This design comes from an exercise in tuning for small area, a short achievable clock period and few clock cycles on the open sky130 flow, not from production work. For this run, only the layout was checked, not whether the RTL still works. Power figures rest on the tool's default switching activity, not on a simulated workload.

<file path="design/flow/run.sh">
#!/bin/bash
# synth_recipe.tcl (not shown) runs the flow's synth.tcl, then flattens the netlist and writes it again
# the make line also repeats each setting of config.mk as NAME=value (left out here)
make -C /OpenROAD-flow-scripts/flow DESIGN_CONFIG=/design/flow/config.mk WORK_HOME=/design/flow/orfs CLKGATE_MAP_FILE= SYNTH_SCRIPT=/design/flow/synth_recipe.tcl finish
</file>
<file path="design/flow/config.mk">
export PLATFORM = sky130hd
export DESIGN_NAME = M2
export DESIGN_NICKNAME = M2
export VERILOG_FILES = /design/flow/design.v
export SDC_FILE = /design/flow/constraint.sdc
export NUM_CORES = 8
export LEC_CHECK = 0
export CAP_MARGIN = 20
export CORE_MARGIN = 2
export CORE_UTILIZATION = 40
export SLEW_MARGIN = 20
export SYNTH_MEMORY_MAX_BITS = 4096
</file>
<file path="design/flow/constraint.sdc">
create_clock -name core_clock -period 12.0 [get_ports {Clock_50}]
set_input_delay 2.4000 -clock core_clock [delete_from_list [all_inputs] [get_ports {Clock_50}]]
set_output_delay 2.4000 -clock core_clock [all_outputs]
set_load 0.01 [all_outputs]
</file>
<file path="design/flow/design.v">
typedef enum logic [4:0] {
	S_IDLE,
	S_UART_RX,
	S_M1,
	S_M2,
	S_M3
} top_state_type;
typedef enum logic [1:0] {
	S_RXC_IDLE,
	S_RXC_SYNC,
	S_RXC_ASSEMBLE_DATA,
	S_RXC_STOP_BIT
} RX_Controller_state_type;
typedef enum logic [2:0] {
	S_US_IDLE,
	S_US_STRIP_FILE_HEADER_1,
	S_US_STRIP_FILE_HEADER_2,
	S_US_START_FIRST_BYTE_RECEIVE,
	S_US_WRITE_FIRST_BYTE,
	S_US_START_SECOND_BYTE_RECEIVE,
	S_US_WRITE_SECOND_BYTE
} UART_SRAM_state_type;
typedef enum logic [3:0] {
	S_VS_WAIT_NEW_PIXEL_ROW,
	S_VS_NEW_PIXEL_ROW_DELAY_1,
	S_VS_NEW_PIXEL_ROW_DELAY_2,
	S_VS_NEW_PIXEL_ROW_DELAY_3,
	S_VS_NEW_PIXEL_ROW_DELAY_4,
	S_VS_NEW_PIXEL_ROW_DELAY_5,
	S_VS_FETCH_PIXEL_DATA_0,
	S_VS_FETCH_PIXEL_DATA_1,
	S_VS_FETCH_PIXEL_DATA_2,
	S_VS_FETCH_PIXEL_DATA_3
} VGA_SRAM_state_type;
typedef enum logic[6:0]{
    S_LEADIN_0,
    S_LEADIN_1,
    S_LEADIN_2,
    S_LEADIN_3,
    S_LEADIN_4,
    S_LEADIN_5,
    S_LEADIN_6,
    S_LEADIN_7,
    S_LEADIN_8,
    S_LEADIN_9,
    S_LEADIN_10,
    S_LEADIN_11,
    S_LEADIN_12,
    S_LEADIN_13,
    S_LEADIN_14,
    S_LEADIN_15,
    S_LEADIN_16,
    S_LEADIN_17,
    S_LEADIN_18,
    CC_0,
    CC_1,
    CC_2,
    CC_3,
    CC_4,
    CC_5,
    CC_6,
    S_LEADOUT_0,
    S_LEADOUT_1,
    S_LEADOUT_2,
    S_LEADOUT_3,
    S_LEADOUT_4,
    S_LEADOUT_5,
    S_LEADOUT_6,
    S_LEADOUT_7,
    S_LEADOUT_8,
    S_LEADOUT_9,
    S_LEADOUT_10,
    S_LEADOUT_11,
    S_LEADOUT_12,
    S_LEADOUT_13,
    S_LEADOUT_14,
    S_LEADOUT_15,
    S_LEADOUT_16,
    S_LEADOUT_17
} M1_state_type;
typedef enum logic[8:0]{
	S_IDLE_M2,
	 S_LEADIN_Fs_0,
    S_LEADIN_Fs_1,
    S_LEADIN_Fs_2,
    S_LEADIN_Fs_3,
    S_LEADIN_Fs_4,
    S_LEADIN_Fs_5,
    S_LEADIN_Fs_6,
    S_LEADIN_Fs_7,
    S_LEADIN_Fs_8,
    S_LEADIN_Fs_9,
    S_LEADIN_Fs_10,
    S_LEADIN_Fs_11,
    S_LEADIN_Fs_12,
    S_LEADIN_Fs_13,
    S_LEADIN_Fs_14,
    S_LEADIN_Fs_15,
    S_LEADIN_Fs_16,
    S_LEADIN_Fs_17,
    S_LEADIN_Fs_18,
	 S_LEADIN_CC_Fs,
    CC_Fs_0,
    CC_Fs_1,
    CC_Fs_2,
    CC_Fs_3,
    CC_Fs_4,
    CC_Fs_5,
    CC_Fs_6,
    S_LEADOUT_Fs_0,
    S_LEADOUT_Fs_1,
    S_LEADOUT_Fs_2,
    S_LEADOUT_Fs_3,
    S_LEADOUT_Fs_4,
    S_LEADOUT_Fs_5,
    S_LEADOUT_Fs_6,
    S_LEADOUT_Fs_7,
    S_LEADOUT_Fs_8,
    S_LEADOUT_Fs_9,
    S_LEADOUT_Fs_10,
    S_LEADOUT_Fs_11,
    S_LEADOUT_Fs_12,
    S_LEADOUT_Fs_13,
    S_LEADOUT_Fs_14,
    S_LEADOUT_Fs_15,
    S_LEADOUT_Fs_16,
    S_LEADOUT_Fs_17,
	 S_WS_CT_LI_WRITE_LAST_S,
	 S_LEADIN_CT_0_0,
	 S_LEADIN_CT_0,
    S_LEADIN_CT_1,
    S_LEADIN_CT_2,
    S_LEADIN_CT_3,
    S_LEADIN_CT_4,
    S_LEADIN_CT_5,
    S_LEADIN_CT_6,
    S_LEADIN_CT_7,
    S_LEADIN_CT_8,
    S_LEADIN_CT_9,
    S_LEADIN_CT_10,
    S_LEADIN_CT_11,
    S_LEADIN_CT_12,
    S_LEADIN_CT_13,
    S_LEADIN_CT_14,
    S_LEADIN_CT_15,
    S_LEADIN_CT_16,
    S_LEADIN_CT_17,
    S_LEADIN_CT_18,
    S_CC_CT_0,
    S_CC_CT_1,
    S_CC_CT_2,
    S_CC_CT_3,
    S_CC_CT_4,
    S_CC_CT_5,
    S_CC_CT_6,
	 S_CC_CT_7,
	 S_CC_CT_LO_0,
	 S_CC_CT_LO_1,
    S_LEADOUT_CT_0,
    S_LEADOUT_CT_1,
    S_LEADOUT_CT_2,
    S_LEADOUT_CT_3,
    S_LEADOUT_CT_4,
    S_LEADOUT_CT_5,
    S_LEADOUT_CT_6,
    S_LEADOUT_CT_7,
    S_LEADOUT_CT_8,
    S_LEADOUT_CT_9,
    S_LEADOUT_CT_10,
    S_LEADOUT_CT_11,
    S_LEADOUT_CT_12,
    S_LEADOUT_CT_13,
    S_LEADOUT_CT_14,
    S_LEADOUT_CT_15,
    S_LEADOUT_CT_16,
    S_LEADOUT_CT_17,
	 S_WS_CT_LI_hold,
	 S_CS_FS_LI_0,
	 S_CS_FS_LI_1,
	 S_CS_FS_LI_2,
	 S_CS_FS_LI_3,
	 S_CS_FS_LI_4,
	 S_CS_FS_LI_5,
	 S_CS_FS_LI_6,
	 S_CS_FS_LI_7,
	 S_CS_FS_LI_8,
	 S_CS_FS_CC_0,
	 S_CS_FS_CC_1,
	 S_CS_FS_CC_2,
	 S_CS_FS_CC_3,
	 S_CS_FS_CC_4,
	 S_CS_FS_CC_5,
	 S_CS_FS_CC_6,
	 S_CS_FS_CC_7,
	 S_CS_FS_LO_0,
	 S_CS_FS_LO_1,
	 S_CS_FS_LO_2,
	 S_WS_CT_LI_0,
	 S_WS_CT_LI_1,
	 S_WS_CT_LI_2,
	 S_WS_CT_LI_3,
	 S_WS_CT_LI_4,
	 S_WS_CT_LI_5,
	 S_WS_CT_LI_6,
	 S_WS_CT_LI_7,
	 S_WS_CT_LI_8,
	 S_WS_CT_LI_9,
	 S_WS_CT_CC_0,
	 S_WS_CT_CC_1,
	 S_WS_CT_CC_2,
	 S_WS_CT_CC_3,
	 S_WS_CT_CC_4,
	 S_WS_CT_CC_5,
	 S_WS_CT_CC_6,
	 S_WS_CT_CC_7,
	 S_WS_CT_CC_8,
	 S_WS_CT_LO_0,
	 S_LAST_WRITE_LI_0,
	 S_LAST_WRITE_LI_1,
	 S_LAST_WRITE_LI_2,
	 S_LAST_WRITE_LI_3,
	 S_LAST_WRITE_LO_0
} M2_state_type;
typedef enum logic[6:0]{
	S_IDLE_M3,
	S_THE_HUB,
   S_READ_16_BIT_1,
	S_READ_16_BIT_2,
	S_READ_16_BIT_3,
	S_READ_16_BIT_4,
	S_WRITE_WORD_2,
	S_WRITE_WORD_3,
	S_WRITE_WORD_4,
	S_00X,
	S_01X,
	S_100,
	S_101,
	S_110,
	S_111,
	S_ONE_DEL,
	S_READ_HEADER_0,
	S_READ_HEADER_1,
	S_READ_HEADER_2,
	S_READ_HEADER_3,
	S_READ_HEADER_4,
	S_DEQUANT
} M3_state_type;
parameter 
   VIEW_AREA_LEFT = 160,
   VIEW_AREA_RIGHT = 480,
   VIEW_AREA_TOP = 120,
   VIEW_AREA_BOTTOM = 360;
module dual_port_RAM_0 (
	input  logic        clock,
	input  logic        wren,
	input  logic [5:0]  waddr,
	input  logic [21:0] wdata,
	input  logic [5:0]  raddr,
	output logic [21:0] rdata
);
logic [21:0] mem [0:63];
always_ff @ (posedge clock) begin
	if (wren) mem[waddr] <= wdata;
end
assign rdata = mem[raddr];
endmodule
module row_pass (input logic clk, input logic [15:0] x, input logic [3:0] p1, input logic [3:0] p2,
  output logic [29:0] ra0, ra1, ra2, ra3, rb0, rb1, rb2, rb3);
logic [29:0] X; assign X = {{14{x[15]}}, x};
function automatic logic [59:0] csa(input logic [29:0] a, b, c);
  logic [29:0] s, cy; s = a ^ b ^ c; cy = ((a & b) | (a & c) | (b & c)) << 1; csa = {s, cy};
endfunction
logic [1:0] sel0; always_comb case (p1)
  4'd0: sel0 = 2'd0;
  4'd1: sel0 = 2'd0;
  4'd3: sel0 = 2'd0;
  4'd4: sel0 = 2'd1;
  4'd6: sel0 = 2'd0;
  4'd7: sel0 = 2'd1;
  4'd9: sel0 = 2'd2;
  4'd10: sel0 = 2'd2;
  default: sel0 = 2'd3;
endcase
logic [29:0] r0 [0:5];
assign r0[0] = (sel0==2'd0 ? (X << 11) : sel0==2'd1 ? (X << 11) : sel0==2'd2 ? (X << 11) : 30'd0);
assign r0[1] = (sel0==2'd0 ? ~(X << 5) : sel0==2'd1 ? ~(X << 7) : sel0==2'd2 ? ~(X << 9) : 30'd0);
assign r0[2] = (sel0==2'd0 ? ~(X << 3) : sel0==2'd1 ? ~(X << 5) : sel0==2'd2 ? ~(X << 7) : 30'd0);
assign r0[3] = (sel0==2'd0 ? 30'd0 : sel0==2'd1 ? (X << 2) : sel0==2'd2 ? (X << 5) : 30'd0);
assign r0[4] = (sel0==2'd0 ? 30'd0 : sel0==2'd1 ? 30'd0 : sel0==2'd2 ? (X << 3) : 30'd0);
assign r0[5] = (sel0==2'd0 ? 30'd2 : sel0==2'd1 ? 30'd2 : sel0==2'd2 ? 30'd2 : 30'd0);
logic [29:0] t0_0s, t0_0c; assign {t0_0s, t0_0c} = csa(r0[0], r0[1], r0[2]);
logic [29:0] t0_1s, t0_1c; assign {t0_1s, t0_1c} = csa(r0[3], r0[4], r0[5]);
logic [29:0] t0_2s, t0_2c; assign {t0_2s, t0_2c} = csa(t0_0s, t0_0c, t0_1s);
logic [29:0] t0_3s, t0_3c; assign {t0_3s, t0_3c} = csa(t0_2s, t0_2c, t0_1c);
logic [29:0] ps0, pc0; always_ff @(posedge clk) begin ps0 <= t0_3s; pc0 <= t0_3c; end
logic [1:0] sel1; always_comb case (p1)
  4'd0: sel1 = 2'd0;
  4'd1: sel1 = 2'd0;
  4'd3: sel1 = 2'd0;
  4'd4: sel1 = 2'd1;
  4'd6: sel1 = 2'd0;
  4'd7: sel1 = 2'd1;
  4'd9: sel1 = 2'd2;
  4'd10: sel1 = 2'd2;
  default: sel1 = 2'd3;
endcase
logic [29:0] r1 [0:6];
assign r1[0] = (sel1==2'd0 ? (X << 11) : sel1==2'd1 ? (X << 10) : sel1==2'd2 ? (X << 11) : 30'd0);
assign r1[1] = (sel1==2'd0 ? ~(X << 9) : sel1==2'd1 ? ~(X << 8) : sel1==2'd2 ? ~(X << 9) : 30'd0);
assign r1[2] = (sel1==2'd0 ? (X << 7) : sel1==2'd1 ? (X << 4) : sel1==2'd2 ? ~(X << 7) : 30'd0);
assign r1[3] = (sel1==2'd0 ? (X << 5) : sel1==2'd1 ? ~(X << 0) : sel1==2'd2 ? (X << 5) : 30'd0);
assign r1[4] = (sel1==2'd0 ? (X << 3) : sel1==2'd1 ? 30'd0 : sel1==2'd2 ? (X << 3) : 30'd0);
assign r1[5] = (sel1==2'd0 ? ~(X << 1) : sel1==2'd1 ? 30'd0 : sel1==2'd2 ? 30'd0 : 30'd0);
assign r1[6] = (sel1==2'd0 ? 30'd2 : sel1==2'd1 ? 30'd2 : sel1==2'd2 ? 30'd2 : 30'd0);
logic [29:0] t1_0s, t1_0c; assign {t1_0s, t1_0c} = csa(r1[0], r1[1], r1[2]);
logic [29:0] t1_1s, t1_1c; assign {t1_1s, t1_1c} = csa(r1[3], r1[4], r1[5]);
logic [29:0] t1_2s, t1_2c; assign {t1_2s, t1_2c} = csa(t1_0s, t1_0c, t1_1s);
logic [29:0] t1_3s, t1_3c; assign {t1_3s, t1_3c} = csa(t1_2s, t1_2c, t1_1c);
logic [29:0] t1_4s, t1_4c; assign {t1_4s, t1_4c} = csa(t1_3s, t1_3c, r1[6]);
logic [29:0] ps1, pc1; always_ff @(posedge clk) begin ps1 <= t1_4s; pc1 <= t1_4c; end
logic [1:0] sel2; always_comb case (p1)
  4'd0: sel2 = 2'd0;
  4'd1: sel2 = 2'd0;
  4'd3: sel2 = 2'd0;
  4'd4: sel2 = 2'd1;
  4'd6: sel2 = 2'd0;
  4'd7: sel2 = 2'd1;
  4'd9: sel2 = 2'd2;
  4'd10: sel2 = 2'd2;
  default: sel2 = 2'd3;
endcase
logic [29:0] r2 [0:5];
assign r2[0] = (sel2==2'd0 ? (X << 10) : sel2==2'd1 ? (X << 10) : sel2==2'd2 ? (X << 11) : 30'd0);
assign r2[1] = (sel2==2'd0 ? (X << 7) : sel2==2'd1 ? ~(X << 8) : sel2==2'd2 ? ~(X << 9) : 30'd0);
assign r2[2] = (sel2==2'd0 ? ~(X << 4) : sel2==2'd1 ? (X << 4) : sel2==2'd2 ? ~(X << 7) : 30'd0);
assign r2[3] = (sel2==2'd0 ? (X << 0) : sel2==2'd1 ? ~(X << 0) : sel2==2'd2 ? (X << 5) : 30'd0);
assign r2[4] = (sel2==2'd0 ? 30'd0 : sel2==2'd1 ? 30'd0 : sel2==2'd2 ? (X << 3) : 30'd0);
assign r2[5] = (sel2==2'd0 ? 30'd1 : sel2==2'd1 ? 30'd2 : sel2==2'd2 ? 30'd2 : 30'd0);
logic [29:0] t2_0s, t2_0c; assign {t2_0s, t2_0c} = csa(r2[0], r2[1], r2[2]);
logic [29:0] t2_1s, t2_1c; assign {t2_1s, t2_1c} = csa(r2[3], r2[4], r2[5]);
logic [29:0] t2_2s, t2_2c; assign {t2_2s, t2_2c} = csa(t2_0s, t2_0c, t2_1s);
logic [29:0] t2_3s, t2_3c; assign {t2_3s, t2_3c} = csa(t2_2s, t2_2c, t2_1c);
logic [29:0] ps2, pc2; always_ff @(posedge clk) begin ps2 <= t2_3s; pc2 <= t2_3c; end
logic [1:0] sel3; always_comb case (p1)
  4'd0: sel3 = 2'd0;
  4'd1: sel3 = 2'd0;
  4'd3: sel3 = 2'd0;
  4'd4: sel3 = 2'd1;
  4'd6: sel3 = 2'd0;
  4'd7: sel3 = 2'd1;
  4'd9: sel3 = 2'd2;
  4'd10: sel3 = 2'd2;
  default: sel3 = 2'd3;
endcase
logic [29:0] r3 [0:5];
assign r3[0] = (sel3==2'd0 ? (X << 9) : sel3==2'd1 ? (X << 11) : sel3==2'd2 ? (X << 11) : 30'd0);
assign r3[1] = (sel3==2'd0 ? ~(X << 7) : sel3==2'd1 ? ~(X << 7) : sel3==2'd2 ? ~(X << 9) : 30'd0);
assign r3[2] = (sel3==2'd0 ? (X << 4) : sel3==2'd1 ? ~(X << 5) : sel3==2'd2 ? ~(X << 7) : 30'd0);
assign r3[3] = (sel3==2'd0 ? ~(X << 0) : sel3==2'd1 ? (X << 2) : sel3==2'd2 ? (X << 5) : 30'd0);
assign r3[4] = (sel3==2'd0 ? 30'd0 : sel3==2'd1 ? 30'd0 : sel3==2'd2 ? (X << 3) : 30'd0);
assign r3[5] = (sel3==2'd0 ? 30'd2 : sel3==2'd1 ? 30'd2 : sel3==2'd2 ? 30'd2 : 30'd0);
logic [29:0] t3_0s, t3_0c; assign {t3_0s, t3_0c} = csa(r3[0], r3[1], r3[2]);
logic [29:0] t3_1s, t3_1c; assign {t3_1s, t3_1c} = csa(r3[3], r3[4], r3[5]);
logic [29:0] t3_2s, t3_2c; assign {t3_2s, t3_2c} = csa(t3_0s, t3_0c, t3_1s);
logic [29:0] t3_3s, t3_3c; assign {t3_3s, t3_3c} = csa(t3_2s, t3_2c, t3_1c);
logic [29:0] ps3, pc3; always_ff @(posedge clk) begin ps3 <= t3_3s; pc3 <= t3_3c; end
logic [3:0] sa; always_comb case (p2)
  4'd0: sa = 4'b0000;
  4'd1: sa = 4'b1101;
  4'd3: sa = 4'b0001;
  4'd4: sa = 4'b1100;
  4'd6: sa = 4'b0101;
  4'd7: sa = 4'b0011;
  4'd9: sa = 4'b0000;
  4'd10: sa = 4'b0110;
  default: sa = 4'b0000;
endcase
logic [3:0] sb; always_comb case (p2)
  4'd0: sb = 4'b1111;
  4'd1: sb = 4'b0010;
  4'd3: sb = 4'b1110;
  4'd4: sb = 4'b1100;
  4'd6: sb = 4'b1010;
  4'd7: sb = 4'b0011;
  4'd9: sb = 4'b0000;
  4'd10: sb = 4'b0110;
  default: sb = 4'b0000;
endcase
logic [29:0] ra [0:3]; logic [29:0] rb [0:3];
logic clr; assign clr = (p2 == 4'd0);
logic [29:0] ua0p, ua0x, ua0y, ua0s, ua0c;
assign ua0p = clr ? 30'd0 : ra[2];
assign ua0x = ps0 ^ {30{sa[0]}}; assign ua0y = pc0 ^ {30{sa[0]}};
assign ua0s = ua0p ^ ua0x ^ ua0y; assign ua0c = {((ua0p & ua0x) | (ua0p & ua0y) | (ua0x & ua0y)), sa[0]};
always_ff @(posedge clk) ra[0] <= ua0s + ua0c + 30'(sa[0]);
logic [29:0] ub0p, ub0x, ub0y, ub0s, ub0c;
assign ub0p = clr ? 30'd0 : rb[2];
assign ub0x = ps0 ^ {30{sb[0]}}; assign ub0y = pc0 ^ {30{sb[0]}};
assign ub0s = ub0p ^ ub0x ^ ub0y; assign ub0c = {((ub0p & ub0x) | (ub0p & ub0y) | (ub0x & ub0y)), sb[0]};
always_ff @(posedge clk) rb[0] <= ub0s + ub0c + 30'(sb[0]);
logic [29:0] ua1p, ua1x, ua1y, ua1s, ua1c;
assign ua1p = clr ? 30'd0 : ra[0];
assign ua1x = ps1 ^ {30{sa[1]}}; assign ua1y = pc1 ^ {30{sa[1]}};
assign ua1s = ua1p ^ ua1x ^ ua1y; assign ua1c = {((ua1p & ua1x) | (ua1p & ua1y) | (ua1x & ua1y)), sa[1]};
always_ff @(posedge clk) ra[1] <= ua1s + ua1c + 30'(sa[1]);
logic [29:0] ub1p, ub1x, ub1y, ub1s, ub1c;
assign ub1p = clr ? 30'd0 : rb[0];
assign ub1x = ps1 ^ {30{sb[1]}}; assign ub1y = pc1 ^ {30{sb[1]}};
assign ub1s = ub1p ^ ub1x ^ ub1y; assign ub1c = {((ub1p & ub1x) | (ub1p & ub1y) | (ub1x & ub1y)), sb[1]};
always_ff @(posedge clk) rb[1] <= ub1s + ub1c + 30'(sb[1]);
logic [29:0] ua2p, ua2x, ua2y, ua2s, ua2c;
assign ua2p = clr ? 30'd0 : ra[3];
assign ua2x = ps2 ^ {30{sa[2]}}; assign ua2y = pc2 ^ {30{sa[2]}};
assign ua2s = ua2p ^ ua2x ^ ua2y; assign ua2c = {((ua2p & ua2x) | (ua2p & ua2y) | (ua2x & ua2y)), sa[2]};
always_ff @(posedge clk) ra[2] <= ua2s + ua2c + 30'(sa[2]);
logic [29:0] ub2p, ub2x, ub2y, ub2s, ub2c;
assign ub2p = clr ? 30'd0 : rb[3];
assign ub2x = ps2 ^ {30{sb[2]}}; assign ub2y = pc2 ^ {30{sb[2]}};
assign ub2s = ub2p ^ ub2x ^ ub2y; assign ub2c = {((ub2p & ub2x) | (ub2p & ub2y) | (ub2x & ub2y)), sb[2]};
always_ff @(posedge clk) rb[2] <= ub2s + ub2c + 30'(sb[2]);
logic [29:0] ua3p, ua3x, ua3y, ua3s, ua3c;
assign ua3p = clr ? 30'd0 : ra[1];
assign ua3x = ps3 ^ {30{sa[3]}}; assign ua3y = pc3 ^ {30{sa[3]}};
assign ua3s = ua3p ^ ua3x ^ ua3y; assign ua3c = {((ua3p & ua3x) | (ua3p & ua3y) | (ua3x & ua3y)), sa[3]};
always_ff @(posedge clk) ra[3] <= ua3s + ua3c + 30'(sa[3]);
logic [29:0] ub3p, ub3x, ub3y, ub3s, ub3c;
assign ub3p = clr ? 30'd0 : rb[1];
assign ub3x = ps3 ^ {30{sb[3]}}; assign ub3y = pc3 ^ {30{sb[3]}};
assign ub3s = ub3p ^ ub3x ^ ub3y; assign ub3c = {((ub3p & ub3x) | (ub3p & ub3y) | (ub3x & ub3y)), sb[3]};
always_ff @(posedge clk) rb[3] <= ub3s + ub3c + 30'(sb[3]);
assign ra0 = ra[0]; assign rb0 = rb[0];
assign ra1 = ra[1]; assign rb1 = rb[1];
assign ra2 = ra[2]; assign rb2 = rb[2];
assign ra3 = ra[3]; assign rb3 = rb[3];
endmodule
module col_pass (input logic clk, input logic [21:0] x, input logic [3:0] p1, input logic [3:0] p2,
  output logic [31:0] ra0, ra1, ra2, ra3, rb0, rb1, rb2, rb3);
logic [31:0] X; assign X = {{10{x[21]}}, x};
function automatic logic [63:0] csa(input logic [31:0] a, b, c);
  logic [31:0] s, cy; s = a ^ b ^ c; cy = ((a & b) | (a & c) | (b & c)) << 1; csa = {s, cy};
endfunction
logic [1:0] sel0; always_comb case (p1)
  4'd0: sel0 = 2'd0;
  4'd1: sel0 = 2'd0;
  4'd3: sel0 = 2'd0;
  4'd4: sel0 = 2'd1;
  4'd6: sel0 = 2'd0;
  4'd7: sel0 = 2'd1;
  4'd9: sel0 = 2'd2;
  4'd10: sel0 = 2'd2;
  default: sel0 = 2'd3;
endcase
logic [31:0] r0 [0:5];
assign r0[0] = (sel0==2'd0 ? (X << 11) : sel0==2'd1 ? (X << 11) : sel0==2'd2 ? (X << 11) : 32'd0);
assign r0[1] = (sel0==2'd0 ? ~(X << 5) : sel0==2'd1 ? ~(X << 7) : sel0==2'd2 ? ~(X << 9) : 32'd0);
assign r0[2] = (sel0==2'd0 ? ~(X << 3) : sel0==2'd1 ? ~(X << 5) : sel0==2'd2 ? ~(X << 7) : 32'd0);
assign r0[3] = (sel0==2'd0 ? 32'd0 : sel0==2'd1 ? (X << 2) : sel0==2'd2 ? (X << 5) : 32'd0);
assign r0[4] = (sel0==2'd0 ? 32'd0 : sel0==2'd1 ? 32'd0 : sel0==2'd2 ? (X << 3) : 32'd0);
assign r0[5] = (sel0==2'd0 ? 32'd2 : sel0==2'd1 ? 32'd2 : sel0==2'd2 ? 32'd2 : 32'd0);
logic [31:0] t0_0s, t0_0c; assign {t0_0s, t0_0c} = csa(r0[0], r0[1], r0[2]);
logic [31:0] t0_1s, t0_1c; assign {t0_1s, t0_1c} = csa(r0[3], r0[4], r0[5]);
logic [31:0] t0_2s, t0_2c; assign {t0_2s, t0_2c} = csa(t0_0s, t0_0c, t0_1s);
logic [31:0] t0_3s, t0_3c; assign {t0_3s, t0_3c} = csa(t0_2s, t0_2c, t0_1c);
logic [31:0] ps0, pc0; always_ff @(posedge clk) begin ps0 <= t0_3s; pc0 <= t0_3c; end
logic [1:0] sel1; always_comb case (p1)
  4'd0: sel1 = 2'd0;
  4'd1: sel1 = 2'd0;
  4'd3: sel1 = 2'd0;
  4'd4: sel1 = 2'd1;
  4'd6: sel1 = 2'd0;
  4'd7: sel1 = 2'd1;
  4'd9: sel1 = 2'd2;
  4'd10: sel1 = 2'd2;
  default: sel1 = 2'd3;
endcase
logic [31:0] r1 [0:6];
assign r1[0] = (sel1==2'd0 ? (X << 11) : sel1==2'd1 ? (X << 10) : sel1==2'd2 ? (X << 11) : 32'd0);
assign r1[1] = (sel1==2'd0 ? ~(X << 9) : sel1==2'd1 ? ~(X << 8) : sel1==2'd2 ? ~(X << 9) : 32'd0);
assign r1[2] = (sel1==2'd0 ? (X << 7) : sel1==2'd1 ? (X << 4) : sel1==2'd2 ? ~(X << 7) : 32'd0);
assign r1[3] = (sel1==2'd0 ? (X << 5) : sel1==2'd1 ? ~(X << 0) : sel1==2'd2 ? (X << 5) : 32'd0);
assign r1[4] = (sel1==2'd0 ? (X << 3) : sel1==2'd1 ? 32'd0 : sel1==2'd2 ? (X << 3) : 32'd0);
assign r1[5] = (sel1==2'd0 ? ~(X << 1) : sel1==2'd1 ? 32'd0 : sel1==2'd2 ? 32'd0 : 32'd0);
assign r1[6] = (sel1==2'd0 ? 32'd2 : sel1==2'd1 ? 32'd2 : sel1==2'd2 ? 32'd2 : 32'd0);
logic [31:0] t1_0s, t1_0c; assign {t1_0s, t1_0c} = csa(r1[0], r1[1], r1[2]);
logic [31:0] t1_1s, t1_1c; assign {t1_1s, t1_1c} = csa(r1[3], r1[4], r1[5]);
logic [31:0] t1_2s, t1_2c; assign {t1_2s, t1_2c} = csa(t1_0s, t1_0c, t1_1s);
logic [31:0] t1_3s, t1_3c; assign {t1_3s, t1_3c} = csa(t1_2s, t1_2c, t1_1c);
logic [31:0] t1_4s, t1_4c; assign {t1_4s, t1_4c} = csa(t1_3s, t1_3c, r1[6]);
logic [31:0] ps1, pc1; always_ff @(posedge clk) begin ps1 <= t1_4s; pc1 <= t1_4c; end
logic [1:0] sel2; always_comb case (p1)
  4'd0: sel2 = 2'd0;
  4'd1: sel2 = 2'd0;
  4'd3: sel2 = 2'd0;
  4'd4: sel2 = 2'd1;
  4'd6: sel2 = 2'd0;
  4'd7: sel2 = 2'd1;
  4'd9: sel2 = 2'd2;
  4'd10: sel2 = 2'd2;
  default: sel2 = 2'd3;
endcase
logic [31:0] r2 [0:5];
assign r2[0] = (sel2==2'd0 ? (X << 10) : sel2==2'd1 ? (X << 10) : sel2==2'd2 ? (X << 11) : 32'd0);
assign r2[1] = (sel2==2'd0 ? (X << 7) : sel2==2'd1 ? ~(X << 8) : sel2==2'd2 ? ~(X << 9) : 32'd0);
assign r2[2] = (sel2==2'd0 ? ~(X << 4) : sel2==2'd1 ? (X << 4) : sel2==2'd2 ? ~(X << 7) : 32'd0);
assign r2[3] = (sel2==2'd0 ? (X << 0) : sel2==2'd1 ? ~(X << 0) : sel2==2'd2 ? (X << 5) : 32'd0);
assign r2[4] = (sel2==2'd0 ? 32'd0 : sel2==2'd1 ? 32'd0 : sel2==2'd2 ? (X << 3) : 32'd0);
assign r2[5] = (sel2==2'd0 ? 32'd1 : sel2==2'd1 ? 32'd2 : sel2==2'd2 ? 32'd2 : 32'd0);
logic [31:0] t2_0s, t2_0c; assign {t2_0s, t2_0c} = csa(r2[0], r2[1], r2[2]);
logic [31:0] t2_1s, t2_1c; assign {t2_1s, t2_1c} = csa(r2[3], r2[4], r2[5]);
logic [31:0] t2_2s, t2_2c; assign {t2_2s, t2_2c} = csa(t2_0s, t2_0c, t2_1s);
logic [31:0] t2_3s, t2_3c; assign {t2_3s, t2_3c} = csa(t2_2s, t2_2c, t2_1c);
logic [31:0] ps2, pc2; always_ff @(posedge clk) begin ps2 <= t2_3s; pc2 <= t2_3c; end
logic [1:0] sel3; always_comb case (p1)
  4'd0: sel3 = 2'd0;
  4'd1: sel3 = 2'd0;
  4'd3: sel3 = 2'd0;
  4'd4: sel3 = 2'd1;
  4'd6: sel3 = 2'd0;
  4'd7: sel3 = 2'd1;
  4'd9: sel3 = 2'd2;
  4'd10: sel3 = 2'd2;
  default: sel3 = 2'd3;
endcase
logic [31:0] r3 [0:5];
assign r3[0] = (sel3==2'd0 ? (X << 9) : sel3==2'd1 ? (X << 11) : sel3==2'd2 ? (X << 11) : 32'd0);
assign r3[1] = (sel3==2'd0 ? ~(X << 7) : sel3==2'd1 ? ~(X << 7) : sel3==2'd2 ? ~(X << 9) : 32'd0);
assign r3[2] = (sel3==2'd0 ? (X << 4) : sel3==2'd1 ? ~(X << 5) : sel3==2'd2 ? ~(X << 7) : 32'd0);
assign r3[3] = (sel3==2'd0 ? ~(X << 0) : sel3==2'd1 ? (X << 2) : sel3==2'd2 ? (X << 5) : 32'd0);
assign r3[4] = (sel3==2'd0 ? 32'd0 : sel3==2'd1 ? 32'd0 : sel3==2'd2 ? (X << 3) : 32'd0);
assign r3[5] = (sel3==2'd0 ? 32'd2 : sel3==2'd1 ? 32'd2 : sel3==2'd2 ? 32'd2 : 32'd0);
logic [31:0] t3_0s, t3_0c; assign {t3_0s, t3_0c} = csa(r3[0], r3[1], r3[2]);
logic [31:0] t3_1s, t3_1c; assign {t3_1s, t3_1c} = csa(r3[3], r3[4], r3[5]);
logic [31:0] t3_2s, t3_2c; assign {t3_2s, t3_2c} = csa(t3_0s, t3_0c, t3_1s);
logic [31:0] t3_3s, t3_3c; assign {t3_3s, t3_3c} = csa(t3_2s, t3_2c, t3_1c);
logic [31:0] ps3, pc3; always_ff @(posedge clk) begin ps3 <= t3_3s; pc3 <= t3_3c; end
logic [3:0] sa; always_comb case (p2)
  4'd0: sa = 4'b0000;
  4'd1: sa = 4'b1101;
  4'd3: sa = 4'b0001;
  4'd4: sa = 4'b1100;
  4'd6: sa = 4'b0101;
  4'd7: sa = 4'b0011;
  4'd9: sa = 4'b0000;
  4'd10: sa = 4'b0110;
  default: sa = 4'b0000;
endcase
logic [3:0] sb; always_comb case (p2)
  4'd0: sb = 4'b1111;
  4'd1: sb = 4'b0010;
  4'd3: sb = 4'b1110;
  4'd4: sb = 4'b1100;
  4'd6: sb = 4'b1010;
  4'd7: sb = 4'b0011;
  4'd9: sb = 4'b0000;
  4'd10: sb = 4'b0110;
  default: sb = 4'b0000;
endcase
logic [31:0] ra [0:3]; logic [31:0] rb [0:3];
logic clr; assign clr = (p2 == 4'd0);
logic [31:0] ua0p, ua0x, ua0y, ua0s, ua0c;
assign ua0p = clr ? 32'd0 : ra[2];
assign ua0x = ps0 ^ {32{sa[0]}}; assign ua0y = pc0 ^ {32{sa[0]}};
assign ua0s = ua0p ^ ua0x ^ ua0y; assign ua0c = {((ua0p & ua0x) | (ua0p & ua0y) | (ua0x & ua0y)), sa[0]};
always_ff @(posedge clk) ra[0] <= ua0s + ua0c + 32'(sa[0]);
logic [31:0] ub0p, ub0x, ub0y, ub0s, ub0c;
assign ub0p = clr ? 32'd0 : rb[2];
assign ub0x = ps0 ^ {32{sb[0]}}; assign ub0y = pc0 ^ {32{sb[0]}};
assign ub0s = ub0p ^ ub0x ^ ub0y; assign ub0c = {((ub0p & ub0x) | (ub0p & ub0y) | (ub0x & ub0y)), sb[0]};
always_ff @(posedge clk) rb[0] <= ub0s + ub0c + 32'(sb[0]);
logic [31:0] ua1p, ua1x, ua1y, ua1s, ua1c;
assign ua1p = clr ? 32'd0 : ra[0];
assign ua1x = ps1 ^ {32{sa[1]}}; assign ua1y = pc1 ^ {32{sa[1]}};
assign ua1s = ua1p ^ ua1x ^ ua1y; assign ua1c = {((ua1p & ua1x) | (ua1p & ua1y) | (ua1x & ua1y)), sa[1]};
always_ff @(posedge clk) ra[1] <= ua1s + ua1c + 32'(sa[1]);
logic [31:0] ub1p, ub1x, ub1y, ub1s, ub1c;
assign ub1p = clr ? 32'd0 : rb[0];
assign ub1x = ps1 ^ {32{sb[1]}}; assign ub1y = pc1 ^ {32{sb[1]}};
assign ub1s = ub1p ^ ub1x ^ ub1y; assign ub1c = {((ub1p & ub1x) | (ub1p & ub1y) | (ub1x & ub1y)), sb[1]};
always_ff @(posedge clk) rb[1] <= ub1s + ub1c + 32'(sb[1]);
logic [31:0] ua2p, ua2x, ua2y, ua2s, ua2c;
assign ua2p = clr ? 32'd0 : ra[3];
assign ua2x = ps2 ^ {32{sa[2]}}; assign ua2y = pc2 ^ {32{sa[2]}};
assign ua2s = ua2p ^ ua2x ^ ua2y; assign ua2c = {((ua2p & ua2x) | (ua2p & ua2y) | (ua2x & ua2y)), sa[2]};
always_ff @(posedge clk) ra[2] <= ua2s + ua2c + 32'(sa[2]);
logic [31:0] ub2p, ub2x, ub2y, ub2s, ub2c;
assign ub2p = clr ? 32'd0 : rb[3];
assign ub2x = ps2 ^ {32{sb[2]}}; assign ub2y = pc2 ^ {32{sb[2]}};
assign ub2s = ub2p ^ ub2x ^ ub2y; assign ub2c = {((ub2p & ub2x) | (ub2p & ub2y) | (ub2x & ub2y)), sb[2]};
always_ff @(posedge clk) rb[2] <= ub2s + ub2c + 32'(sb[2]);
logic [31:0] ua3p, ua3x, ua3y, ua3s, ua3c;
assign ua3p = clr ? 32'd0 : ra[1];
assign ua3x = ps3 ^ {32{sa[3]}}; assign ua3y = pc3 ^ {32{sa[3]}};
assign ua3s = ua3p ^ ua3x ^ ua3y; assign ua3c = {((ua3p & ua3x) | (ua3p & ua3y) | (ua3x & ua3y)), sa[3]};
always_ff @(posedge clk) ra[3] <= ua3s + ua3c + 32'(sa[3]);
logic [31:0] ub3p, ub3x, ub3y, ub3s, ub3c;
assign ub3p = clr ? 32'd0 : rb[1];
assign ub3x = ps3 ^ {32{sb[3]}}; assign ub3y = pc3 ^ {32{sb[3]}};
assign ub3s = ub3p ^ ub3x ^ ub3y; assign ub3c = {((ub3p & ub3x) | (ub3p & ub3y) | (ub3x & ub3y)), sb[3]};
always_ff @(posedge clk) rb[3] <= ub3s + ub3c + 32'(sb[3]);
assign ra0 = ra[0]; assign rb0 = rb[0];
assign ra1 = ra[1]; assign rb1 = rb[1];
assign ra2 = ra[2]; assign rb2 = rb[2];
assign ra3 = ra[3]; assign rb3 = rb[3];
endmodule
`timescale 1ns/100ps
`default_nettype none
module M2 (
	input  logic        Clock_50,
	input  logic        Resetn,
	input  logic [15:0] SRAM_read_data,
	input  logic        M2_start,
	output logic        SRAM_we_n,
	output logic        M2_done,
	output logic [15:0] SRAM_write_data,
	output logic [17:0] SRAM_address
);
function automatic logic [7:0] clip(input logic [31:0] s);
	clip = s[31] ? 8'd0 : (|s[30:24]) ? 8'd255 : s[23:16];
endfunction
logic        run, go;
logic [3:0]  q;              
logic [3:0]  rp1, rp2;       
logic [3:0]  cp0, cp1;       
logic        rd_on;          
assign go = run | (M2_start & ~M2_done);
function automatic logic [3:0] inc12(input logic [3:0] v);
	inc12 = (v == 4'd11) ? 4'd0 : v + 4'd1;
endfunction
function automatic logic [2:0] nof(input logic [3:0] p);
	case (p)
		4'd0: nof = 3'd1; 4'd1: nof = 3'd3; 4'd3: nof = 3'd5; 4'd4: nof = 3'd2;
		4'd6: nof = 3'd7; 4'd7: nof = 3'd6; 4'd9: nof = 3'd0; default: nof = 3'd4;
	endcase
endfunction
logic q_rd, q_wr;
assign q_rd = (q != 4'd2) && (q != 4'd5) && (q != 4'd8) && (q != 4'd11);
assign q_wr = ~q_rd;
logic [14:0] rowb;
logic [2:0]  rk;
logic [5:0]  rbc;
logic [4:0]  rbr;
logic [1:0]  rpl;
logic        r_last_bc;
logic [14:0] rinc;
assign r_last_bc = (rpl == 2'd0) ? (rbc == 6'd39) : (rbc == 6'd19);
always_comb begin
	if (rk != 3'd7)      rinc = (rpl == 2'd0) ? 15'd40 : 15'd20;
	else if (!r_last_bc) rinc = (rpl == 2'd0) ? -15'sd279 : -15'sd139;
	else                 rinc = 15'd1;
end
logic [16:0] waddr;
logic [2:0]  wk;
logic [1:0]  wp;
logic [5:0]  wbc;
logic [4:0]  wbr;
logic [1:0]  wpl;
logic        w_last_bc;
logic [16:0] winc;
assign w_last_bc = (wpl == 2'd0) ? (wbc == 6'd39) : (wbc == 6'd19);
always_comb begin
	if (wk != 3'd7)                    winc = (wpl == 2'd0) ? 17'd160 : 17'd80;
	else if (wp != 2'd3 || !w_last_bc) winc = (wpl == 2'd0) ? -17'sd1119 : -17'sd559;
	else                               winc = 17'd1;
end
logic [15:0] wb [0:7];
logic [3:0]  wb_cnt;
logic        last_write;
logic        do_write;
assign last_write = (wpl == 2'd2) && (wbr == 5'd29) && w_last_bc && (wp == 2'd3) && (wk == 3'd7);
assign do_write = go && q_wr && (wb_cnt != 4'd0);
logic iss0, iss1, iss2, xv;
always_ff @(posedge Clock_50 or negedge Resetn) begin
	if (!Resetn) begin
		run <= 1'b0; rd_on <= 1'b1;
		q <= 4'd0; rp1 <= 4'd8; rp2 <= 4'd7; cp0 <= 4'd2; cp1 <= 4'd1;
		rowb <= 15'd9600; rk <= 3'd0; rbc <= 6'd0; rbr <= 5'd0; rpl <= 2'd0;
		waddr <= 17'd0; wk <= 3'd0; wp <= 2'd0; wbc <= 6'd0; wbr <= 5'd0; wpl <= 2'd0;
		SRAM_address <= 18'd0; SRAM_we_n <= 1'b1; SRAM_write_data <= 16'd0;
		M2_done <= 1'b0;
		iss0 <= 1'b0; iss1 <= 1'b0; iss2 <= 1'b0; xv <= 1'b0;
	end else begin
		iss1 <= iss0; iss2 <= iss1; xv <= iss2;
		iss0 <= 1'b0;
		SRAM_we_n <= 1'b1;
		if (go) begin
			run <= 1'b1;
			q <= inc12(q); rp1 <= inc12(rp1); rp2 <= inc12(rp2);
			cp0 <= inc12(cp0); cp1 <= inc12(cp1);
			if (q_rd) begin
				if (rd_on) begin
					SRAM_address <= {rowb, nof(q)};
					iss0 <= 1'b1;
					if (q == 4'd10) begin
						rowb <= rowb + rinc;
						rk <= rk + 3'd1;
						if (rk == 3'd7) begin
							if (!r_last_bc) rbc <= rbc + 6'd1;
							else begin
								rbc <= 6'd0;
								if (rbr != 5'd29) rbr <= rbr + 5'd1;
								else begin
									rbr <= 5'd0;
									if (rpl == 2'd2) rd_on <= 1'b0;
									else rpl <= rpl + 2'd1;
								end
							end
						end
					end
				end
			end else if (wb_cnt != 4'd0) begin
				SRAM_address <= {1'b0, waddr};
				SRAM_we_n <= 1'b0;
				SRAM_write_data <= wb[0];
				waddr <= waddr + winc;
				wk <= wk + 3'd1;
				if (wk == 3'd7) begin
					wp <= wp + 2'd1;
					if (wp == 2'd3) begin
						if (!w_last_bc) wbc <= wbc + 6'd1;
						else begin
							wbc <= 6'd0;
							if (wbr != 5'd29) wbr <= wbr + 5'd1;
							else begin
								wbr <= 5'd0;
								wpl <= wpl + 2'd1;
							end
						end
					end
				end
				if (last_write) begin
					M2_done <= 1'b1;
					run <= 1'b0;
				end
			end
		end
	end
end
logic [15:0] xr;
always_ff @(posedge Clock_50) xr <= SRAM_read_data;
logic [29:0] rpa [0:3];
logic [29:0] rpb [0:3];
row_pass rpass (
	.clk(Clock_50), .x(xr), .p1(rp1), .p2(rp2),
	.ra0(rpa[0]), .ra1(rpa[1]), .ra2(rpa[2]), .ra3(rpa[3]),
	.rb0(rpb[0]), .rb1(rpb[1]), .rb2(rpb[2]), .rb3(rpb[3])
);
logic        row_v;          
logic        row_end;
logic [2:0]  rp_k;
logic        rp_par;
assign row_end = (rp2 == 4'd11) && row_v;
logic [21:0] stg [0:7];
logic [3:0]  tw_cnt;
logic [2:0]  tw_i, tw_k, tw_m;
logic        tw_par;
always_ff @(posedge Clock_50) begin
	if (row_end) begin
		stg[0] <= rpa[2][29:8];    
		stg[1] <= rpa[0][29:8];    
		stg[2] <= rpb[1][29:8];    
		stg[3] <= rpa[1][29:8];    
		stg[4] <= rpb[3][29:8];    
		stg[5] <= rpb[2][29:8];    
		stg[6] <= rpa[3][29:8];    
		stg[7] <= rpb[0][29:8];    
	end else begin
		for (int j = 0; j < 7; j++) stg[j] <= stg[j + 1];
	end
end
always_comb begin
	case (tw_i)
		3'd0: tw_m = 3'd1; 3'd1: tw_m = 3'd3; 3'd2: tw_m = 3'd5; 3'd3: tw_m = 3'd2;
		3'd4: tw_m = 3'd7; 3'd5: tw_m = 3'd6; 3'd6: tw_m = 3'd0; default: tw_m = 3'd4;
	endcase
end
logic        cp_on, cp_pend, cp_par, cp_pend_par;
logic [2:0]  cp_m;
logic        cv1, cv2;
logic [2:0]  cm1, cm2;
always_ff @(posedge Clock_50 or negedge Resetn) begin
	if (!Resetn) begin
		row_v <= 1'b0; rp_k <= 3'd0; rp_par <= 1'b0;
		tw_cnt <= 4'd0; tw_i <= 3'd0; tw_k <= 3'd0; tw_par <= 1'b0;
		cp_on <= 1'b0; cp_pend <= 1'b0; cp_par <= 1'b0; cp_pend_par <= 1'b0; cp_m <= 3'd0;
		cv1 <= 1'b0; cv2 <= 1'b0; cm1 <= 3'd0; cm2 <= 3'd0;
	end else begin
		if (rp1 == 4'd0) row_v <= xv;
		if (row_end) begin
			rp_k <= rp_k + 3'd1;
			if (rp_k == 3'd7) rp_par <= ~rp_par;
			tw_cnt <= 4'd8; tw_i <= 3'd0; tw_k <= rp_k; tw_par <= rp_par;
		end else if (tw_cnt != 4'd0) begin
			tw_cnt <= tw_cnt - 4'd1;
			tw_i <= tw_i + 3'd1;
		end
		if (row_end && rp_k == 3'd7) begin
			cp_pend <= 1'b1; cp_pend_par <= rp_par;
		end
		if (go && cp0 == 4'd11) begin
			if (cp_pend) begin
				cp_on <= 1'b1; cp_m <= 3'd0; cp_par <= cp_pend_par; cp_pend <= 1'b0;
			end else if (cp_on) begin
				cp_m <= cp_m + 3'd1;
				if (cp_m == 3'd7) cp_on <= 1'b0;
			end
		end
		cv1 <= cp_on; cm1 <= cp_m;
		cv2 <= cv1;   cm2 <= cm1;
	end
end
logic [5:0]  tb_waddr, tb_raddr;
logic [21:0] tb_rdata;
logic [2:0]  cp_n;
assign cp_n = nof(cp0);
assign tb_waddr = tw_par ? {tw_m, tw_k} : {tw_k, tw_m};
assign tb_raddr = cp_par ? {cp_m, cp_n} : {cp_n, cp_m};
dual_port_RAM_0 tbuf (
	.clock(Clock_50), .wren(tw_cnt != 4'd0), .waddr(tb_waddr), .wdata(stg[0]),
	.raddr(tb_raddr), .rdata(tb_rdata)
);
logic [21:0] cx;
always_ff @(posedge Clock_50) cx <= tb_rdata;
logic [31:0] cpa [0:3];
logic [31:0] cpb [0:3];
col_pass cpass (
	.clk(Clock_50), .x(cx), .p1(cp1), .p2(q),
	.ra0(cpa[0]), .ra1(cpa[1]), .ra2(cpa[2]), .ra3(cpa[3]),
	.rb0(cpb[0]), .rb1(cpb[1]), .rb2(cpb[2]), .rb3(cpb[3])
);
logic       col_done;
logic [7:0] ev [0:7];
assign col_done = (q == 4'd11) && cv2;
always_ff @(posedge Clock_50) begin
	if (col_done && !cm2[0]) begin
		for (int c = 0; c < 4; c++) begin
			ev[3 - c] <= clip(cpa[c]);
			ev[4 + c] <= clip(cpb[c]);
		end
	end
	if (col_done && cm2[0]) begin
		for (int c = 0; c < 4; c++) begin
			wb[3 - c] <= {ev[3 - c], clip(cpa[c])};
			wb[4 + c] <= {ev[4 + c], clip(cpb[c])};
		end
	end else if (do_write) begin
		for (int j = 0; j < 7; j++) wb[j] <= wb[j + 1];
	end
end
always_ff @(posedge Clock_50 or negedge Resetn) begin
	if (!Resetn) wb_cnt <= 4'd0;
	else if (col_done && cm2[0]) wb_cnt <= 4'd8;
	else if (do_write) wb_cnt <= wb_cnt - 4'd1;
end
endmodule
</file>
==> run_results.csv <==
group,metric,value,unit
sta,clock.fmax,0.146,GHz
sta,worstMarginPinSlew,1.26,ns
clocking,clockBufferDepth,4,
floorplanning,floorplan.die_area,0.433,mm2
logic_synthesis,number_of_flops_mapped_to_enable_cells_by_yosys,1622,
logic_synthesis,dominantRegCellSynth,"edfxtp_1",
pwr,power_density,159,mW/mm2
final_layout,final_util,44.3,%
setup_path,worst_setup_path_start_kind,"flop",
clocking,insertion_delay,0.98,ns
route,vias_per_cell,5.29,
logic_synthesis,fraction_of_the_yosys_area_taken_by_sequential_cells,44.3,%
floorplanning,floorplan.die.width,658,um
min_path,worst_hold_path.endpoint,"iss1",
final_layout,drive_above_1_share,5.94,%
setup_path,worst-r2r-cell-count,18,
sta,setup_repair_after_global_routing_missed_its_margin,"false",
route,vias,120000,
grt,global_route_wire_length_before_repair,761000,um
logic_synthesis,synthesized_area,0.171,mm2
route,detail-route-antenna-nets,0,
pwr,report.power.total,0.0301,W
logic_synthesis,ys_warn_count,26,
sta,timing.slew.headroom,15.0,%
sta,setup_ws_post_layout,5.15,ns
clocking,cts_setup_buffers,0,
placed_design,hpwl,366000,um
sta,timing_hold_violations_final,0,
setup_path,kind_of_end_point_of_the_critical_path,"flop",
placed_design,routabilityCongestion,0.962,
clocking,post_cts_resize_count,0,
min_path,hold_path.class,"flop to flop",
route,detail_route.wl_per_cell,22.4,um
clocking,h-tree-depth,5,
setup_path,crit_arrival,7.73,ns
final_layout,final_net_count,18700,
final_layout,syn2layout_area_growth,10.4,%
final_layout,final.fill_count,40400,
floorplanning,placeableCoreArea,0.427,mm2
min_path,holdCritStartpoint,"iss0",
job,drv.max_cap_violation_count,0,
pwr,peakVddDrop,0.000129,V
setup_path,timing.rr.end,"rpass.ra[3][23]",
floorplanning,row_cnt,240,
sta,setup_tns,0,ns
placed_design,placedInstanceArea,0.178,mm2
setup_path,worst-setup-path-type,"flop to flop",
floorplanning,floorplan.initialDensity,40.1,%
floorplanning,floorplan.io_pins,55,
final_layout,final_design_area_no_fill,0.189,mm2
final_layout,layout.cells.most_common,"nand2_1",
placed_design,detailedPlace.worstSlack,5.27,ns
clocking,clock_sinks,2939,
clocking,clk_transition_reported_paths,0.06,ns
clocking,postCtsHoldBufs,0,
grt,grt_use_total,23.1,%
run_status,status,"timing/DRC/antenna clean",
clocking,clock_tree_root_driver_cell,"clkbuf_16",
logic_synthesis,synthDistinctLibCells,104,
sta,final_max_slew_viol_count,0,
logic_synthesis,synth_cells,17000,
pwr,p_leak,79.6,nW
min_path,min_delay_path_depth,0,
sta,worst_clock_skew,0.0799,ns
setup_path,worst-r2r-setup-slack,5.15,ns
floorplanning,die_y,658,um
sta,report.final.setup_viol,0,
setup_path,critical_path_peak_fanout,139,
setup_path,r2r-start,"rp2[0]",
grt,globalRouteOverflowTotal,0,
grt,largest_net_degree_at_the_start_of_global_routing,159,
logic_synthesis,ys_ff_latch,2939,
grt,number_of_antenna_violations_at_the_first_check_in_global_routing,17,
final_layout,layout.cells.most_common_list,"nand2_1, inv_1, edfxtp_1",
sta,layout_worst_path_cycle_share,57.1,%
sta,finalWorstPathRequiredPeriod,6.85,ns
placed_design,numPortBuffers,54,
clocking,cts_tree,"done",
route,drc,0,
logic_synthesis,post_synth.cell_area_avg,10.1,um2
logic_synthesis,asyncSetResetFlopFracSynth,5.41,%
clocking,tritoncts.num_buffers,331,
route,detail_route.wirelength,510000,um
route,drt_pass1_iterations,8,
route,detailedRoute.firstIterationViolations,11000,
setup_path,timing.critical_path.required,12.88,ns
grt,via_count_of_the_first_global_routing_pass,118000,
==> per-layer routing <==
| metal | GRT usage, % | wire [um] |
|---|---|---|
| met5 | 0 | 13 |
| met4 | 9.62 | 24100 |
| met3 | 2.72 | 30600 |
| met2 | 38.3 | 239000 |
| met1 | 30.7 | 216000 |
==> cells by family (layout without fill, tap and decap cells) <==
family	count (synthesis)	count (layout)	share of synthesized area [%]
buf+inv	2592	2685	5.71
fa+ha+maj	1865	1865	18.2
other cells	2	13	0.00439
simple gates	5547	5547	14.1
flops	2939	2939	44.3
compound gates	2409	2409	9.13
xor+xnor	1455	1455	7.44
mux	184	184	1.13
==> cell type report <==
type,instances,area (um2),share of cell area [%]
tap,5687,7120,3.77
multi-input combinational,11500,86100,45.6
sequential,2939,75900,40.2
inverter,1809,6800,3.60
clock inverter,160,1650,0.875
clock buffer,439,8990,4.76
antenna,7,17.5,0.00927
timing repair buffer,277,2350,1.25
==> flip-flops by register name, indices dropped and copies added (netlist names), 32 cells and up <==
register	count
cpass.rb	128
cpass.ps3	32
wb	128
stg	176
tbuf.mem	1408
rpass.rb	120
cpass.ra	128
ev	64
cpass.ps2	32
rpass.ra	120
cpass.ps1	32
==> critical path, stage by stage, from the launching register on <==
cell	delay [ns]
dfstp_2	0.57
inv_1	0.12
ha_1	0.25
or3b_4	0.79
buf_4	0.57
buf_12	0.50
nand2_1	0.15
fa_1	0.51
inv_1	0.04
ha_1	0.35
a21o_1	0.18
a21o_1	0.17
a21oi_1	0.16
nand2b_1	0.17
a31oi_1	0.18
nor4_1	1.06
o31ai_1	0.26
or4_1	0.46
nand4_1	0.09
==> through the flow <==
step,cells,hold WS [ns]
4_1_cts,22800,0.347
3_3_place_gp,22200,0.337
6_report,22800,0.347
3_5_place_dp,22200,0.335
2_1_floorplan,17000,0.331
5_1_grt,22800,0.366
==> synth_stat cells (all sizes together) (77+ instances only) <==
cell type / number / area [um2]
o21a: 77 / 578
edfxtp: 1622 / 48700
buf: 122 / 502
and3: 147 / 920
o21bai: 79 / 593
xnor2: 1157 / 10100
nor2b: 100 / 626
a311oi: 190 / 1670
and2: 136 / 851
a22oi: 79 / 593
nor3: 136 / 692
a21o: 235 / 1760
nand2b: 104 / 651
dfrtp: 147 / 3680
ha: 819 / 10200
a21oi: 667 / 3340
nand2: 3055 / 11500
fa: 1042 / 20900
mux2i: 110 / 1100
dfxtp: 1158 / 23200
o21ai: 465 / 2330
a31oi: 171 / 1070
nand3: 834 / 4170
inv: 1792 / 6730
xor2: 298 / 2610
nor2: 774 / 2910
clkbuf: 661 / 2480
==> how the worst max path moves through the flow <==
| stage | cells past startpoint | start | to | slack [ns] |
|---|---|---|---|---|
| after floorplan | 7 | M2_start | wb[0][0] | 5.62 |
| after global placement | 16 | q[2] | cpass.rb[0][27] | 5.26 |
| after detailed placement | 18 | rp2[0] | rpass.ra[3][23] | 5.27 |
| after CTS | 16 | q[2] | cpass.rb[0][27] | 5.26 |
| after global routing | 18 | rp2[0] | rpass.ra[3][23] | 4.82 |
| final | 18 | rp2[0] | rpass.ra[3][23] | 5.15 |
==> where the power goes <==
group | switching [W] | internal [W]
combinational | 0.00473 | 0.00309
clock | 0.00431 | 0.00578
sequential | 0.000703 | 0.0115
total | 0.00975 | 0.0204

[port drivers added, routing unchanged]
The results above use ideal ports. As a check the final layout listed here was re-extracted and re-timed, cells and wires unchanged.
Step 1 assumes that a clkbuf_16 drives the clock port and a buf_2 every other input.
Step 2 times the ports against the registers' clock, not the clock port: input delays grow and output delays shrink by t, the midpoint of the rising clock arrivals with the driver on.
Three values: no drivers, after step 1, after step 2; two values: the first two.
t (ns): 1.032
setup WS [ns]: 5.146 / 5.146 / 5.146
clock arrival spread, ns: 0.104 / 0.103
After both steps this run still meets setup and hold. The setup slack of this run moves by 0.000 ns with the drivers and by 0.000 ns with both steps.
